From an optimization exercise on the open Yosys and OpenROAD flow, aimed at small area and a short achievable clock period; shortcuts taken in it are not production practice.
Where RTL was checked, it was by simulation tests only, not by an equivalence proof against the original.
Power is estimated from default activity; no workload was simulated.

## old
## m6502_org
module m6502_org (clk,
   addr,
   dataenb,
   datai,
   datao,
   irq_n,
   nmi_n,
   sob_n,
   res_n,
   rdy,
   vpa,
   sync,
   we_n
   );
parameter LEFT = 0;
parameter RIGHT = 1;
input   clk;  
output  [15:0] addr;  
output  dataenb;  
input   [7:0] datai;  
output  [7:0] datao;  
input   irq_n;  
input   nmi_n;  
input   sob_n;  
input   res_n;  
input   rdy;  
output  vpa;  
output  sync;  
output  we_n;  
wire    [15:0] addr; 
wire    dataenb; 
wire    [7:0] datao; 
wire    vpa; 
wire    sync; 
wire    we_n; 
wire    [7:0] areg; 
wire    [7:0] sreg; 
wire    [7:0] xreg; 
wire    [7:0] yreg; 
wire    [7:0] pch; 
wire    [7:0] pcl; 
wire    [7:0] alu_out; 
wire    [7:0] dreg; 
wire    [7:0] psr; 
wire    [7:0] addrh;  
wire    [7:0] addrl;  
wire    [7:0] dataol;  
wire    [7:0] xregl;  
wire    [7:0] yregl;  
wire    [7:0] sregl;  
wire    [7:0] aregl;  
wire    [7:0] dregl;  
  ...
Size in the first run: about 2,100 cells after synthesis, ~170 flip-flops, about 42 I/O pins.
==> module m6502alu, before the edit <==
module m6502alu (clk,
   datai,
   datao,
   alu_ctl,
   alu_ctl_nx,
   alu_ld,
   alu2op,
   alu_out,
   alu_bin);
input   clk;
input   [7:0] datai;
input   [7:0] datao;
input   [11:0] alu_ctl;
input   [11:0] alu_ctl_nx;    
input   [2:0] alu_ld;
output  [5:0] alu2op;
output  [7:0] alu_out;
output  [7:0] alu_bin;       
reg     [7:0] jreg;
reg     [7:0] kreg;
reg     [7:0] bx;      
reg     [7:0] log_b;   
function [7:0] addb;
   input [11:0] ctl;
   input [7:0]  k;
   reg   [7:0]  b;
   begin
      b = ctl[7:6] == 2'b00 ? 8'h00 :
          ctl[7:6] == 2'b01 ? {{7{k[7]}}, 1'b1} : k;
      addb = b ^ {8{ctl[0]}};
   end
endfunction
function [7:0] logb;
   input [11:0] ctl;
   input [7:0]  k;
   reg   [7:0]  b;
   begin
      b = ctl[7:6] == 2'b00 ? 8'h00 :
          ctl[7:6] == 2'b01 ? 8'b1 << ctl[10:8] : k;
      logb = ctl[11] ? ~b : b;
   end
endfunction
wire [7:0] kreg_nx = alu_ld[2] ? datai : kreg;
always @(posedge clk) begin
   if (alu_ld[0] | alu_ld[1])
      jreg <= alu_ld[0] ? datai : datao;
   kreg <= kreg_nx;
   bx   <= addb(alu_ctl_nx, kreg_nx);
   log_b <= logb(alu_ctl_nx, kreg_nx);
end
wire       sub    = alu_ctl[0];
wire       cin    = alu_ctl[4];
wire       bcd_en = alu_ctl[3];
wire [1:0] bsel   = alu_ctl[7:6];
wire       addbcd = bcd_en & ~sub;
wire       subbcd = bcd_en & sub;
wire [7:0] p = jreg ^ bx;
wire [7:0] g = jreg & bx;
wire c1 = g[0] | p[0] & cin;
wire c2 = g[1] | p[1] & g[0] | p[1] & p[0] & cin;
wire c3 = g[2] | p[2] & g[1] | p[2] & p[1] & g[0] | p[2] & p[1] & p[0] & cin;
wire c4 = g[3] | p[3] & g[2] | p[3] & p[2] & g[1] | p[3] & p[2] & p[1] & g[0] |
          p[3] & p[2] & p[1] & p[0] & cin;           
wire [3:0] sl = p[3:0] ^ {c3, c2, c1, cin};
wire       sl_ge10 = sl[3] & (sl[2] | sl[1]);
wire lo_a6 = addbcd & (c4 | sl_ge10);
wire lo_aa = subbcd & ~c4;
wire [3:0] lo6 = {sl[3] ^ (sl[2] | sl[1]), ~(sl[2] ^ sl[1]), ~sl[1], sl[0]};
wire [3:0] loa = {~(sl[3] ^ (sl[2] & sl[1])), sl[2] ^ sl[1], ~sl[1], sl[0]};
wire [3:0] out_lo = lo_aa ? loa : lo_a6 ? lo6 : sl;
wire       cin4l = addbcd & sl_ge10;
wire h5g = g[4];
wire h5p = p[4];
wire h6g = g[5] | p[5] & g[4];
wire h6p = p[5] & p[4];
wire h7g = g[6] | p[6] & g[5] | p[6] & p[5] & g[4];
wire h7p = p[6] & p[5] & p[4];
wire h8g = g[7] | p[7] & g[6] | p[7] & p[6] & g[5] | p[7] & p[6] & p[5] & g[4];
wire h8p = p[7] & p[6] & p[5] & p[4];
wire [4:0] hs0 = {h8g,       p[7:4] ^ {h7g, h6g, h5g, 1'b0}};
wire [4:0] hs1 = {h8g | h8p, p[7:4] ^ {h7g | h7p, h6g | h6p, h5g | h5p, 1'b1}};
function [4:0] hi_bcd;    
   input [4:0] hs;
   input       m;
   input       aen;
   input       sen;
   reg         hadj, hadj_sub;
   reg   [3:0] hb;
   reg   [4:0] hf;
   begin
      hadj     = aen & (hs[4] | hs[3] & (hs[2] | hs[1] | m & hs[0]));
      hadj_sub = sen & ~hs[4];
      hb       = hadj_sub ? 4'b1010 : hadj ? 4'b0110 : 4'b0000;
      hf       = {1'b0, hs[3:0]} + {1'b0, hb} + {4'b0, m};
      hi_bcd   = {hs[4] | hf[4] & ~hadj_sub, hf[3:0]};
   end
endfunction
wire [4:0] h00 = hi_bcd(hs0, 1'b0, addbcd, subbcd);
wire [4:0] h01 = hi_bcd(hs0, 1'b1, addbcd, subbcd);
wire [4:0] h10 = hi_bcd(hs1, 1'b0, addbcd, subbcd);
wire [4:0] h11 = hi_bcd(hs1, 1'b1, addbcd, subbcd);
wire [4:0] hsel = c4 ? (cin4l ? h11 : h10) : (cin4l ? h01 : h00);
wire [3:0] out_hi   = hsel[3:0];
wire       bcd_cout = hsel[4];
wire       add_cout = c4 ? hs1[4] : hs0[4];
wire       add_out7 = c4 ? hs1[3] : hs0[3];
wire [2:0] log_ctl = alu_ctl[2:0];
wire [7:0] log_out = log_ctl == 3'b010 ? {jreg[6:0], cin} :
                     log_ctl == 3'b011 ? {cin, jreg[7:1]} :
                     log_ctl == 3'b100 ? jreg & log_b :
                     log_ctl == 3'b101 ? jreg | log_b :
                     log_ctl == 3'b110 ? jreg ^ log_b :
                     ~jreg & log_b;
wire log_cout = log_ctl == 3'b010 ? jreg[7] : jreg[0];
wire arith = alu_ctl[2:1] == 2'b00;
wire [7:0] alu_outl = alu_ctl[5] ? 8'h00 :
                      arith ? {out_hi, out_lo} : log_out;
assign alu_out = alu_outl;
wire [3:0] hbin_s = c4 ? hs1[3:0] : hs0[3:0];
assign alu_bin = alu_ctl[5] ? 8'h00 :
                 arith ? {hbin_s, sl} : log_out;
wire alu_cout  = arith ? bcd_cout : log_cout;
wire z_flag    = alu_outl == 8'h00;
wire n_flag    = alu_outl[7];
wire v_flag    = (~sub ^ jreg[7] ^ kreg[7]) & (add_out7 ^ jreg[7]);
wire bra_carry = add_cout ^ kreg[7] ^ (&jreg);
assign alu2op = {n_flag, v_flag, add_cout, bra_carry, z_flag, alu_cout};
endmodule  
==> flow/config.mk <==
export PLATFORM = sky130hd
export DESIGN_NAME = m6502_org
export DESIGN_NICKNAME = m6502_org
export VERILOG_FILES = /design/flow/design.v
export SDC_FILE = /design/flow/constraint.sdc
export NUM_CORES = 4
export LEC_CHECK = 0
export ABC_AREA = 1
export CAP_MARGIN = 20
export CORE_MARGIN = 2
export CORE_UTILIZATION = 40
export PLACE_DENSITY = 0.6
export SETUP_SLACK_MARGIN = 5
export SLEW_MARGIN = 20
==> flow/constraint.sdc <==
create_clock -name core_clock -period 10.0 [get_ports {clk}]
set_input_delay 2.0000 -clock core_clock [delete_from_list [all_inputs] [get_ports {clk}]]
set_output_delay 2.0000 -clock core_clock [all_outputs]
set_load 0.01 [all_outputs]
standard.sh (not shown) runs the stock make flow with config.mk's settings and CLKGATE_MAP_FILE= SYNTH_SCRIPT=/design/flow/synth_recipe.tcl, a recipe that flattens the netlist after the stock synthesis.
==> flow/flow/run.sh <==
#!/bin/bash
set -e
cp standard.sh standard_copy.sh.txt
export BUFFER_PORTS_ARGS="-buffer_cell sky130_fd_sc_hd__buf_4"
bash standard.sh > standard.log 2>&1
Input changes introduced in new (baseline for comparison: old):
diff --git a/flow/design.v b/flow/design.v
--- a/flow/design.v
+++ b/flow/design.v
@@ -513,15 +513,12 @@
       hb       = hadj_sub ? 4'b1010 : hadj ? 4'b0110 : 4'b0000;
       hf       = {1'b0, hs[3:0]} + {1'b0, hb} + {4'b0, m};
       hi_bcd   = {hs[4] | hf[4] & ~hadj_sub, hf[3:0]};
    end
 endfunction
-wire [4:0] h00 = hi_bcd(hs0, 1'b0, addbcd, subbcd);
-wire [4:0] h01 = hi_bcd(hs0, 1'b1, addbcd, subbcd);
-wire [4:0] h10 = hi_bcd(hs1, 1'b0, addbcd, subbcd);
-wire [4:0] h11 = hi_bcd(hs1, 1'b1, addbcd, subbcd);
-wire [4:0] hsel = c4 ? (cin4l ? h11 : h10) : (cin4l ? h01 : h00);
+wire [4:0] hs  = c4 ? hs1 : hs0;
+wire [4:0] hsel = hi_bcd(hs, cin4l, addbcd, subbcd);
 wire [3:0] out_hi   = hsel[3:0];
 wire       bcd_cout = hsel[4];
 wire       add_cout = c4 ? hs1[4] : hs0[4];
 wire       add_out7 = c4 ? hs1[3] : hs0[3];
 wire [2:0] log_ctl = alu_ctl[2:0];
Results
- Compared new vs old, and routed length on met2 is down in new.
- Sort new and old by buffer count excluding the clock tree in the final layout, ascending, and old comes first.
- Summary of new over old: number of clock-tree buffers in the layout rose by 2, area fraction in compound gates after synthesis level, final worst slack went up by 0.019 ns.
- Per the comparison of new with old, share of the final layout cell area in multi-input gates moved down; largest fanout on the critical path moved up.
No functional check of the RTL was part of new.

========
Another version of the RTL of m6502_org (not shown whole).
Size: ~2000 cells after synthesis, about 170 flip-flops, about 42 I/O pins, about 0.013 mm^2 of cells after synthesis.
==> module m6502alu, before the edit <==
module m6502alu (clk,
   datai,
   datao,
   alu_ctl,
   alu_ctl_nx,
   alu_ld,
   alu2op,
   alu_out,
   alu_bin);
input   clk;
input   [7:0] datai;
input   [7:0] datao;
input   [11:0] alu_ctl;
input   [11:0] alu_ctl_nx;    
input   [2:0] alu_ld;
output  [5:0] alu2op;
output  [7:0] alu_out;
output  [7:0] alu_bin;       
reg     [7:0] jreg;
reg     [7:0] kreg;
reg     [7:0] bx;      
reg     [7:0] log_b;   
function [7:0] addb;
   input [11:0] ctl;
   input [7:0]  k;
   reg   [7:0]  b;
   begin
      b = ctl[7:6] == 2'b00 ? 8'h00 :
          ctl[7:6] == 2'b01 ? {{7{k[7]}}, 1'b1} : k;
      addb = b ^ {8{ctl[0]}};
   end
endfunction
function [7:0] logb;
   input [11:0] ctl;
   input [7:0]  k;
   reg   [7:0]  b;
   begin
      b = ctl[7:6] == 2'b00 ? 8'h00 :
          ctl[7:6] == 2'b01 ? 8'b1 << ctl[10:8] : k;
      logb = ctl[11] ? ~b : b;
   end
endfunction
wire [7:0] kreg_nx = alu_ld[2] ? datai : kreg;
always @(posedge clk) begin
   if (alu_ld[0] | alu_ld[1])
      jreg <= alu_ld[0] ? datai : datao;
   kreg <= kreg_nx;
   bx   <= addb(alu_ctl_nx, kreg_nx);
   log_b <= logb(alu_ctl_nx, kreg_nx);
end
wire       sub    = alu_ctl[0];
wire       cin    = alu_ctl[4];
wire       bcd_en = alu_ctl[3];
wire [1:0] bsel   = alu_ctl[7:6];
wire       addbcd = bcd_en & ~sub;
wire       subbcd = bcd_en & sub;
wire [7:0] p = jreg ^ bx;
wire [7:0] g = jreg & bx;
wire c1 = g[0] | p[0] & cin;
wire c2 = g[1] | p[1] & g[0] | p[1] & p[0] & cin;
wire c3 = g[2] | p[2] & g[1] | p[2] & p[1] & g[0] | p[2] & p[1] & p[0] & cin;
wire c4 = g[3] | p[3] & g[2] | p[3] & p[2] & g[1] | p[3] & p[2] & p[1] & g[0] |
          p[3] & p[2] & p[1] & p[0] & cin;           
wire [3:0] sl = p[3:0] ^ {c3, c2, c1, cin};
wire       sl_ge10 = sl[3] & (sl[2] | sl[1]);
wire lo_a6 = addbcd & (c4 | sl_ge10);
wire lo_aa = subbcd & ~c4;
wire [3:0] lo6 = {sl[3] ^ (sl[2] | sl[1]), ~(sl[2] ^ sl[1]), ~sl[1], sl[0]};
wire [3:0] loa = {~(sl[3] ^ (sl[2] & sl[1])), sl[2] ^ sl[1], ~sl[1], sl[0]};
wire [3:0] out_lo = lo_aa ? loa : lo_a6 ? lo6 : sl;
wire       cin4l = addbcd & sl_ge10;
wire h5g = g[4];
wire h5p = p[4];
wire h6g = g[5] | p[5] & g[4];
wire h6p = p[5] & p[4];
wire h7g = g[6] | p[6] & g[5] | p[6] & p[5] & g[4];
wire h7p = p[6] & p[5] & p[4];
wire h8g = g[7] | p[7] & g[6] | p[7] & p[6] & g[5] | p[7] & p[6] & p[5] & g[4];
wire h8p = p[7] & p[6] & p[5] & p[4];
wire [4:0] hs0 = {h8g,       p[7:4] ^ {h7g, h6g, h5g, 1'b0}};
wire [4:0] hs1 = {h8g | h8p, p[7:4] ^ {h7g | h7p, h6g | h6p, h5g | h5p, 1'b1}};
function [4:0] hi_bcd;    
   input [4:0] hs;
   input       m;
   input       aen;
   input       sen;
   reg         hadj, hadj_sub;
   reg   [3:0] hb;
   reg   [4:0] hf;
   begin
      hadj     = aen & (hs[4] | hs[3] & (hs[2] | hs[1] | m & hs[0]));
      hadj_sub = sen & ~hs[4];
      hb       = hadj_sub ? 4'b1010 : hadj ? 4'b0110 : 4'b0000;
      hf       = {1'b0, hs[3:0]} + {1'b0, hb} + {4'b0, m};
      hi_bcd   = {hs[4] | hf[4] & ~hadj_sub, hf[3:0]};
   end
endfunction
wire [4:0] hs  = c4 ? hs1 : hs0;
wire [4:0] hsel = hi_bcd(hs, cin4l, addbcd, subbcd);
wire [3:0] out_hi   = hsel[3:0];
wire       bcd_cout = hsel[4];
wire       add_cout = c4 ? hs1[4] : hs0[4];
wire       add_out7 = c4 ? hs1[3] : hs0[3];
wire [2:0] log_ctl = alu_ctl[2:0];
wire [7:0] log_out = log_ctl == 3'b010 ? {jreg[6:0], cin} :
                     log_ctl == 3'b011 ? {cin, jreg[7:1]} :
                     log_ctl == 3'b100 ? jreg & log_b :
                     log_ctl == 3'b101 ? jreg | log_b :
                     log_ctl == 3'b110 ? jreg ^ log_b :
                     ~jreg & log_b;
wire log_cout = log_ctl == 3'b010 ? jreg[7] : jreg[0];
wire arith = alu_ctl[2:1] == 2'b00;
wire [7:0] alu_outl = alu_ctl[5] ? 8'h00 :
                      arith ? {out_hi, out_lo} : log_out;
assign alu_out = alu_outl;
wire [3:0] hbin_s = c4 ? hs1[3:0] : hs0[3:0];
assign alu_bin = alu_ctl[5] ? 8'h00 :
                 arith ? {hbin_s, sl} : log_out;
wire alu_cout  = arith ? bcd_cout : log_cout;
wire z_flag    = alu_outl == 8'h00;
wire n_flag    = alu_outl[7];
wire v_flag    = (~sub ^ jreg[7] ^ kreg[7]) & (add_out7 ^ jreg[7]);
wire bra_carry = add_cout ^ kreg[7] ^ (&jreg);
assign alu2op = {n_flag, v_flag, add_cout, bra_carry, z_flag, alu_cout};
endmodule  
Settings: LEC_CHECK=0, ABC_AREA=1, CAP_MARGIN=20, CORE_MARGIN=2, CORE_UTILIZATION=40, PLACE_DENSITY=0.7, SETUP_SLACK_MARGIN=5, SLEW_MARGIN=20; clock period 10.0 ns.
==> flow/flow/run.sh <==
#!/bin/bash
set -e
export BUFFER_PORTS_ARGS="-buffer_cell sky130_fd_sc_hd__buf_2"
bash standard.sh > standard.log 2>&1
Then changed:
--- a/flow/design.v
+++ b/flow/design.v
@@ -449,5 +449,6 @@
 reg     [7:0] jreg;
 reg     [7:0] kreg;
-reg     [7:0] bx;      
+reg     [7:0] p;       
+reg     [7:0] g;       
 reg     [7:0] log_b;   
 function [7:0] addb;
@@ -472,9 +473,12 @@
 endfunction
 wire [7:0] kreg_nx = alu_ld[2] ? datai : kreg;
+wire [7:0] jreg_nx = alu_ld[0] | alu_ld[1] ? (alu_ld[0] ? datai : datao) : jreg;
+wire [7:0] bx_nx = addb(alu_ctl_nx, kreg_nx);
 always @(posedge clk) begin
    if (alu_ld[0] | alu_ld[1])
       jreg <= alu_ld[0] ? datai : datao;
    kreg <= kreg_nx;
-   bx   <= addb(alu_ctl_nx, kreg_nx);
+   p    <= jreg_nx ^ bx_nx;
+   g    <= jreg_nx & bx_nx;
    log_b <= logb(alu_ctl_nx, kreg_nx);
 end
@@ -485,6 +489,4 @@
 wire       addbcd = bcd_en & ~sub;
 wire       subbcd = bcd_en & sub;
-wire [7:0] p = jreg ^ bx;
-wire [7:0] g = jreg & bx;
 wire c1 = g[0] | p[0] & cin;
 wire c2 = g[1] | p[1] & g[0] | p[1] & p[0] & cin;
Outcome: Clock-buffer cell count went up by 1; worst hold slack hardly moves; sequential share of layout area grows by 0.94 points; total power decreases by 0.36%; global-route usage climbs by 0.76 points; die area barely changes.
Function not checked in the second run of this note: the RTL went through the layout flow alone.

-- afterwards: timing with drivers on the ports --
No port has a modelled driver above. Below, the same layouts with a new extraction and two added sets of constraints.
Step 1 sets driving cells, clkbuf_16 on the clock port and buf_2 on the other inputs (assumed; they add their load-dependent delay and slew).
Step 2 adds t to the input delays and takes it off the output delays; t is the mean of the earliest and latest rising clock arrival at the registers after step 1. Input paths then give back, and output paths get back, about the clock's delay inside the block.
a / b / c = ideal ports / drivers / drivers and shift; a / b = the first two.
run | shift t [ns] | slack for setup (ns) | pins driven straight from the clock port
old | 0.502 | 5.095 / 5.035 / 4.899 | 1
new | 0.496 | 5.113 / 5.060 / 4.711 | 1
the first run of note 2 | 0.511 | 5.136 / 5.078 / 4.757 | 1
the second run of note 2 | 0.508 | 5.049 / 4.992 / 4.985 | 1
After both steps setup and hold are still met in every run listed. The setup slack of new, which loses most, moves by -0.053 ns with the drivers and by -0.402 ns with both steps.
